From an optimization exercise on the open Yosys and OpenROAD flow, aimed at small area; shortcuts taken in it are not production practice.
At most, simulation tests tie the RTL to the original design; equivalence was not proved.

==> sierra <==
==> flow/design.v (excerpt) <==
module bch_kes_chien(clk, rstn, start, gsynd,
                     aadd1, aadd2, aadd3, aadd4, aadd5, aadd6, aadd7, aadd8);
==> module gf_mac, before the edit <==
module gf_mac(a,b,c,d,y);
input  [12:0] a,b,c,d;
output [12:0] y;
reg [24:0] p;
integer i,j;
always @*
begin
  p = 25'd0;
  for (i=0;i<13;i=i+1)
    for (j=0;j<13;j=j+1)
      p[i+j] = p[i+j] ^ (a[i]&b[j]) ^ (c[i]&d[j]);
  for (i=24;i>=13;i=i-1)
  begin
    p[i-13] = p[i-13] ^ p[i];
    p[i-12] = p[i-12] ^ p[i];
    p[i-10] = p[i-10] ^ p[i];
    p[i-9]  = p[i-9]  ^ p[i];
  end
end
assign y = p[12:0];
endmodule
==> module euclidean_cell, before the edit <==
module euclidean_cell(deg_Ri,deg_Qi,stop_i,
                      Rin,Qin,Lin,Uin,start, 
                      deg_Ro,deg_Qo,stop_o,
                      Rout,Qout,Lout,Uout,st_out, 
                      clk,reset);
input clk,reset;
input stop_i;
input [4:0]deg_Ri,deg_Qi;
input [12:0]Rin,Qin,Lin,Uin;
input start;
output [4:0]deg_Ro,deg_Qo;
output stop_o;
output [12:0]Rout,Qout,Lout,Uout;
output st_out;
wire [12:0]r_mux,q_mux,l_mux,u_mux;
wire [12:0]lcq,lcr;
wire [12:0]add1out,add2out;
wire sw;
reg [12:0]R1,R2,Q1,Q2,Q3,L1,L2,U1,U2,U3;
reg S1,S2,S3;
degree_computation degree1(.deg_Ri(deg_Ri),.deg_Qi(deg_Qi),.stop_i(stop_i),
                           .d1out(lcq),.start(start),
                           .deg_Ro(deg_Ro),.deg_Qo(deg_Qo),.stop_o(stop_o),
                           .sw(sw),.clk(clk),.reset(reset));
assign r_mux = sw ? Q1 : R1;
assign q_mux = sw ? R1 : Q1;
assign l_mux = sw ? U1 : L1;
assign u_mux = sw ? L1 : U1;
assign st_out=S3;
feedback_ckt D1(.Din(q_mux),.start(S1),.Qout(lcq),.clk(clk),.reset(reset));
feedback_ckt D2(.Din(r_mux),.start(S1),.Qout(lcr),.clk(clk),.reset(reset));
gf_mac mac1(.a(R2),.b(lcq),.c(lcr),.d(Q2),.y(add1out));
gf_mac mac2(.a(L2),.b(lcq),.c(lcr),.d(U2),.y(add2out));
assign Rout = stop_i ? R2 : add1out;
assign Qout = stop_i ? Q2 : Q3;
assign Lout = stop_i ? L2 : add2out;
assign Uout = stop_i ? U2 : U3;
always@(posedge clk or negedge reset)
begin
  if(!reset)
  begin
    S1 <= 1'b1; S2 <= 1'b1; S3 <= 1'b1;
  end
  else
  begin
    S1 <= start; S2 <= S1; S3 <= S2;
  end
end
always@(posedge clk)
begin
  R1 <= Rin; Q1 <= Qin; L1 <= Lin; U1 <= Uin;
  R2 <= r_mux; Q2 <= q_mux; L2 <= l_mux; U2 <= u_mux;
  Q3 <= Q2; U3 <= U2;
end
endmodule
clock: 8.0 ns
lec_check: 0
cap_margin: 20
core_margin: 2
core_utilization: 40
slew_margin: 20
run.sh (not shown) runs the stock make flow with config.mk's settings and CLKGATE_MAP_FILE= SYNTH_SCRIPT=/design/flow/synth_recipe.tcl, a recipe that flattens the netlist after the stock synthesis.
==> garnet: changes against sierra <==
--- a/flow/design.v
+++ b/flow/design.v
@@ -1,17 +1,32 @@
 module gf_mac(a,b,c,d,y);
 input  [12:0] a,b,c,d;
 output [12:0] y;
+reg [12:0] lo, mid;    
+reg [10:0] hi;         
+reg [6:0] as, bs, cs, ds;
 reg [24:0] p;
 integer i,j;
 always @*
 begin
-  p = 25'd0;
-  for (i=0;i<13;i=i+1)
-    for (j=0;j<13;j=j+1)
-      p[i+j] = p[i+j] ^ (a[i]&b[j]) ^ (c[i]&d[j]);
+  as = a[6:0] ^ {1'b0,a[12:7]};
+  bs = b[6:0] ^ {1'b0,b[12:7]};
+  cs = c[6:0] ^ {1'b0,c[12:7]};
+  ds = d[6:0] ^ {1'b0,d[12:7]};
+  lo = 13'd0; mid = 13'd0; hi = 11'd0;
+  for (i=0;i<7;i=i+1)
+    for (j=0;j<7;j=j+1)
+    begin
+      lo[i+j]  = lo[i+j]  ^ (a[i]&b[j]) ^ (c[i]&d[j]);
+      mid[i+j] = mid[i+j] ^ (as[i]&bs[j]) ^ (cs[i]&ds[j]);
+    end
+  for (i=0;i<6;i=i+1)
+    for (j=0;j<6;j=j+1)
+      hi[i+j] = hi[i+j] ^ (a[7+i]&b[7+j]) ^ (c[7+i]&d[7+j]);
+  mid = mid ^ lo ^ {2'b00,hi};
+  p = {12'd0,lo} ^ {5'd0,mid,7'd0} ^ {hi,14'd0};
   for (i=24;i>=13;i=i-1)
   begin
     p[i-13] = p[i-13] ^ p[i];
     p[i-12] = p[i-12] ^ p[i];
     p[i-10] = p[i-10] ^ p[i];
     p[i-9]  = p[i-9]  ^ p[i];
@@ -97,17 +112,19 @@
 assign q_mux = sw ? R1 : Q1;
 assign l_mux = sw ? U1 : L1;
 assign u_mux = sw ? L1 : U1;
 assign st_out=S3;
 feedback_ckt D1(.Din(q_mux),.start(S1),.Qout(lcq),.clk(clk),.reset(reset));
 feedback_ckt D2(.Din(r_mux),.start(S1),.Qout(lcr),.clk(clk),.reset(reset));
-gf_mac mac1(.a(R2),.b(lcq),.c(lcr),.d(Q2),.y(add1out));
-gf_mac mac2(.a(L2),.b(lcq),.c(lcr),.d(U2),.y(add2out));
-assign Rout = stop_i ? R2 : add1out;
+wire [12:0] mq = stop_i ? 13'd1 : lcq;
+wire [12:0] mr = stop_i ? 13'd0 : lcr;
+gf_mac mac1(.a(R2),.b(mq),.c(mr),.d(Q2),.y(add1out));
+gf_mac mac2(.a(L2),.b(mq),.c(mr),.d(U2),.y(add2out));
+assign Rout = add1out;
 assign Qout = stop_i ? Q2 : Q3;
-assign Lout = stop_i ? L2 : add2out;
+assign Lout = add2out;
 assign Uout = stop_i ? U2 : U3;
 always@(posedge clk or negedge reset)
 begin
   if(!reset)
   begin
     S1 <= 1'b1; S2 <= 1'b1; S3 <= 1'b1;
@@ -132,13 +149,12 @@
 input start;
 output [12:0]Lout;
 wire [4:0]L_dR1,L_dR2,L_dR3,L_dQ1,L_dQ2,L_dQ3,dRo,dQo;
 wire [12:0]LR1,LR2,LR3,LQ1,LQ2,LQ3,LL1,LL2,LL3,LU1,LU2,LU3;
 wire LS1,LS2,LS3,Lstop1,Lstop2,Lstop3,stop_o,st_out;
 wire [12:0]Rout,Qout,Lout_temp,Uout;
-wire [12:0]out_sel;
 reg [2:0]stop1,stop2,stop3;
 reg [12:0]L1,L2;
 reg ST1,ST2;
 reg [12:0]Uout_temp;
 reg feedback_sel;
 reg in_valid;            
@@ -173,14 +189,16 @@
   .clk(clk),.reset(reset));
 euclidean_cell cell_4(.deg_Ri(L_dR3),.deg_Qi(L_dQ3),.stop_i(stop3[2]),
   .Rin(LR3),.Qin(LQ3),.Lin(LL3),.Uin(LU3),.start(LS3),
   .deg_Ro(dRo),.deg_Qo(dQo),.stop_o(stop_o),
   .Rout(Rout),.Qout(Qout),.Lout(Lout_temp),.Uout(Uout),.st_out(st_out),
   .clk(clk),.reset(reset));
-feedback_ckt F1(.Din(Qout),.start(ST2),.Qout(out_sel),.clk(clk),.reset(reset));
-assign Lout = (out_sel!=13'd0) ? L2 : Uout_temp;
+reg out_sel_nz;
+always@(posedge clk)
+  out_sel_nz <= ST2 ? out_sel_nz : (Qout!=13'd0);
+assign Lout = out_sel_nz ? L2 : Uout_temp;
 always@(posedge clk or negedge reset)
 begin
   if(!reset)
   begin
     feedback_sel <= 1'b1;
     in_valid <= 1'b0;
CTS_CLUSTER_DIAMETER = 100   (was unset)
CTS_CLUSTER_SIZE = 25   (was unset)
==> pepper: changes against sierra <==
--- a/flow/design.v
+++ b/flow/design.v
@@ -1,17 +1,32 @@
 module gf_mac(a,b,c,d,y);
 input  [12:0] a,b,c,d;
 output [12:0] y;
+reg [12:0] lo, mid;    
+reg [10:0] hi;         
+reg [6:0] as, bs, cs, ds;
 reg [24:0] p;
 integer i,j;
 always @*
 begin
-  p = 25'd0;
-  for (i=0;i<13;i=i+1)
-    for (j=0;j<13;j=j+1)
-      p[i+j] = p[i+j] ^ (a[i]&b[j]) ^ (c[i]&d[j]);
+  as = a[6:0] ^ {1'b0,a[12:7]};
+  bs = b[6:0] ^ {1'b0,b[12:7]};
+  cs = c[6:0] ^ {1'b0,c[12:7]};
+  ds = d[6:0] ^ {1'b0,d[12:7]};
+  lo = 13'd0; mid = 13'd0; hi = 11'd0;
+  for (i=0;i<7;i=i+1)
+    for (j=0;j<7;j=j+1)
+    begin
+      lo[i+j]  = lo[i+j]  ^ (a[i]&b[j]) ^ (c[i]&d[j]);
+      mid[i+j] = mid[i+j] ^ (as[i]&bs[j]) ^ (cs[i]&ds[j]);
+    end
+  for (i=0;i<6;i=i+1)
+    for (j=0;j<6;j=j+1)
+      hi[i+j] = hi[i+j] ^ (a[7+i]&b[7+j]) ^ (c[7+i]&d[7+j]);
+  mid = mid ^ lo ^ {2'b00,hi};
+  p = {12'd0,lo} ^ {5'd0,mid,7'd0} ^ {hi,14'd0};
   for (i=24;i>=13;i=i-1)
   begin
     p[i-13] = p[i-13] ^ p[i];
     p[i-12] = p[i-12] ^ p[i];
     p[i-10] = p[i-10] ^ p[i];
     p[i-9]  = p[i-9]  ^ p[i];
@@ -97,17 +112,19 @@
 assign q_mux = sw ? R1 : Q1;
 assign l_mux = sw ? U1 : L1;
 assign u_mux = sw ? L1 : U1;
 assign st_out=S3;
 feedback_ckt D1(.Din(q_mux),.start(S1),.Qout(lcq),.clk(clk),.reset(reset));
 feedback_ckt D2(.Din(r_mux),.start(S1),.Qout(lcr),.clk(clk),.reset(reset));
-gf_mac mac1(.a(R2),.b(lcq),.c(lcr),.d(Q2),.y(add1out));
-gf_mac mac2(.a(L2),.b(lcq),.c(lcr),.d(U2),.y(add2out));
-assign Rout = stop_i ? R2 : add1out;
+wire [12:0] mq = stop_i ? 13'd1 : lcq;
+wire [12:0] mr = stop_i ? 13'd0 : lcr;
+gf_mac mac1(.a(R2),.b(mq),.c(mr),.d(Q2),.y(add1out));
+gf_mac mac2(.a(L2),.b(mq),.c(mr),.d(U2),.y(add2out));
+assign Rout = add1out;
 assign Qout = stop_i ? Q2 : Q3;
-assign Lout = stop_i ? L2 : add2out;
+assign Lout = add2out;
 assign Uout = stop_i ? U2 : U3;
 always@(posedge clk or negedge reset)
 begin
   if(!reset)
   begin
     S1 <= 1'b1; S2 <= 1'b1; S3 <= 1'b1;
CORE_UTILIZATION = 50   (was 40)
CTS_CLUSTER_DIAMETER = 100   (was unset)
CTS_CLUSTER_SIZE = 20   (was unset)
==> willow: changes against sierra <==
--- a/flow/design.v
+++ b/flow/design.v
@@ -97,17 +97,19 @@
 assign q_mux = sw ? R1 : Q1;
 assign l_mux = sw ? U1 : L1;
 assign u_mux = sw ? L1 : U1;
 assign st_out=S3;
 feedback_ckt D1(.Din(q_mux),.start(S1),.Qout(lcq),.clk(clk),.reset(reset));
 feedback_ckt D2(.Din(r_mux),.start(S1),.Qout(lcr),.clk(clk),.reset(reset));
-gf_mac mac1(.a(R2),.b(lcq),.c(lcr),.d(Q2),.y(add1out));
-gf_mac mac2(.a(L2),.b(lcq),.c(lcr),.d(U2),.y(add2out));
-assign Rout = stop_i ? R2 : add1out;
+wire [12:0] mq = stop_i ? 13'd1 : lcq;
+wire [12:0] mr = stop_i ? 13'd0 : lcr;
+gf_mac mac1(.a(R2),.b(mq),.c(mr),.d(Q2),.y(add1out));
+gf_mac mac2(.a(L2),.b(mq),.c(mr),.d(U2),.y(add2out));
+assign Rout = add1out;
 assign Qout = stop_i ? Q2 : Q3;
-assign Lout = stop_i ? L2 : add2out;
+assign Lout = add2out;
 assign Uout = stop_i ? U2 : U3;
 always@(posedge clk or negedge reset)
 begin
   if(!reset)
   begin
     S1 <= 1'b1; S2 <= 1'b1; S3 <= 1'b1;
CTS_CLUSTER_DIAMETER = 100   (was unset)
CTS_CLUSTER_SIZE = 20   (was unset)
PLACE_DENSITY = 0.72   (was unset)
==> comparison table <==
| quantity | sierra | willow | pepper | garnet |
|---|---|---|---|---|
| Source-to-sink clock delay at the later pin of the worst-skew pair | 0.85 ns | 0.80 ns | 0.82 ns | 0.78 ns |
| CP most frequent cell | xnor3_1 | xnor2_1 | xor3_1 | xnor2_1 |
| Sequential share of cell area | 28.39% | 29.27% | 30.62% | 30.45% |
| Number of sequential storage elements | 1600 | 1600 | 1600 | 1588 |
| Setup slack of the worst register-to-register path | 2.84 ns | 2.89 ns | 2.61 ns | 2.83 ns |
| Number of clock buffers inserted by TritonCTS | 170 | 98 | 100 | 84 |
| Worst hold start | u_core.euclidean.START[0]$_DFF_P_ | u_core.euclidean.U[55]$_DFF_P_ | u_core.euclidean.LLL[4]$_DFF_P_ | u_core.euclidean.DR[23]$_DFF_P_ |
| Avg Cell Area, Syn | 9.055 µm² | 9.018 µm² | 9.235 µm² | 9.044 µm² |
| Layout Area Growth over Synthesis | 9.613% | 7.213% | 6.405% | 7.631% |
| Worst Clk Skew | 0.08319 ns | 0.07887 ns | 0.06667 ns | 0.08030 ns |
| Run status | finished clean | finished clean | finished clean | finished clean |
| Number of vias per cell | 5.200 | 5.314 | 5.619 | 5.164 |
| Start point of the critical path | u_core.chien.col7[11]$_DFFE_PP_ | u_core.euclidean.feedback_sel$_DFFE_PN1N_ | u_core.chien.col7[10]$_DFFE_PP_ | u_core.chien.col0[8]$_DFFE_PP_ |
| Length of routed met3 wiring | 44110 µm | 45700 µm | 41860 µm | 38220 µm |
| Starting DRT DRC Count | 10790 | 11630 | 10420 | 9999 |
| Fraction of final layout cells sized beyond drive strength 1 | 10.31% | 9.470% | 8.749% | 9.012% |
| End point of the worst hold path | u_core.euclidean.START[1]$_DFF_P_ | u_core.euclidean.U[68]$_DFF_P_ | u_core.euclidean.LLL[17]$_DFF_P_ | u_core.euclidean.DR[28]$_DFF_P_ |
| Number of distinct standard cells referenced by the synthesized netlist | 87 | 78 | 80 | 79 |
| Area share of buffers outside the clock network | 3.030% | 2.795% | 2.646% | 3.047% |
| Global-route wire length before repair | 606300 µm | 572800 µm | 575600 µm | 562500 µm |
| Via total after detailed routing | 84630 | 85050 | 81070 | 78750 |
| Arrival @ worst endpoint | 5.82 ns | 5.71 ns | 6.03 ns | 5.77 ns |
| Capture point of the worst reg-to-reg path | u_core.chien.x[1]$_DFFE_PN0P_ | u_core.euclidean.cell_2.L1[4]$_DFF_P_ | u_core.chien.x[16]$_DFFE_PN0P_ | u_core.chien.x[16]$_DFFE_PN0P_ |
| Fraction of standard cell area in multi-input logic | 60.07% | 61.35% | 60.68% | 59.95% |
Only the layout flow was run in willow; the RTL was not checked for function there.

afterwards: timing with drivers on the ports:
How much do the figures lean on ideal ports? The routed layouts below were timed once more, with nothing changed but the port constraints. Step 1 sets driving cells, clkbuf_16 on the clock port and buf_2 on the other inputs (assumed; they add their load-dependent delay and slew). Step 2 moves the port delays by t, midway between the first and last clock arrival at a register: inputs arrive t later, outputs are due t later. That takes back most of the time a late clock gives input paths. a / b / c = ideal ports / drivers / drivers and shift; a / b = the first two.
run	t (ns)	setup slack, ns	clock arrival spread, ns	worst register clock-pin slew, ns
sierra	0.914	2.836 / 2.836 / 2.836	0.086 / 0.086	0.08 / 0.08
garnet	0.843	2.826 / 2.826 / 2.826	0.093 / 0.094	0.11 / 0.11
pepper	0.871	2.611 / 2.611 / 2.611	0.067 / 0.067	0.09 / 0.09
willow	0.839	2.893 / 2.893 / 2.893	0.084 / 0.085	0.10 / 0.10
After both steps every run listed still meets setup and hold.
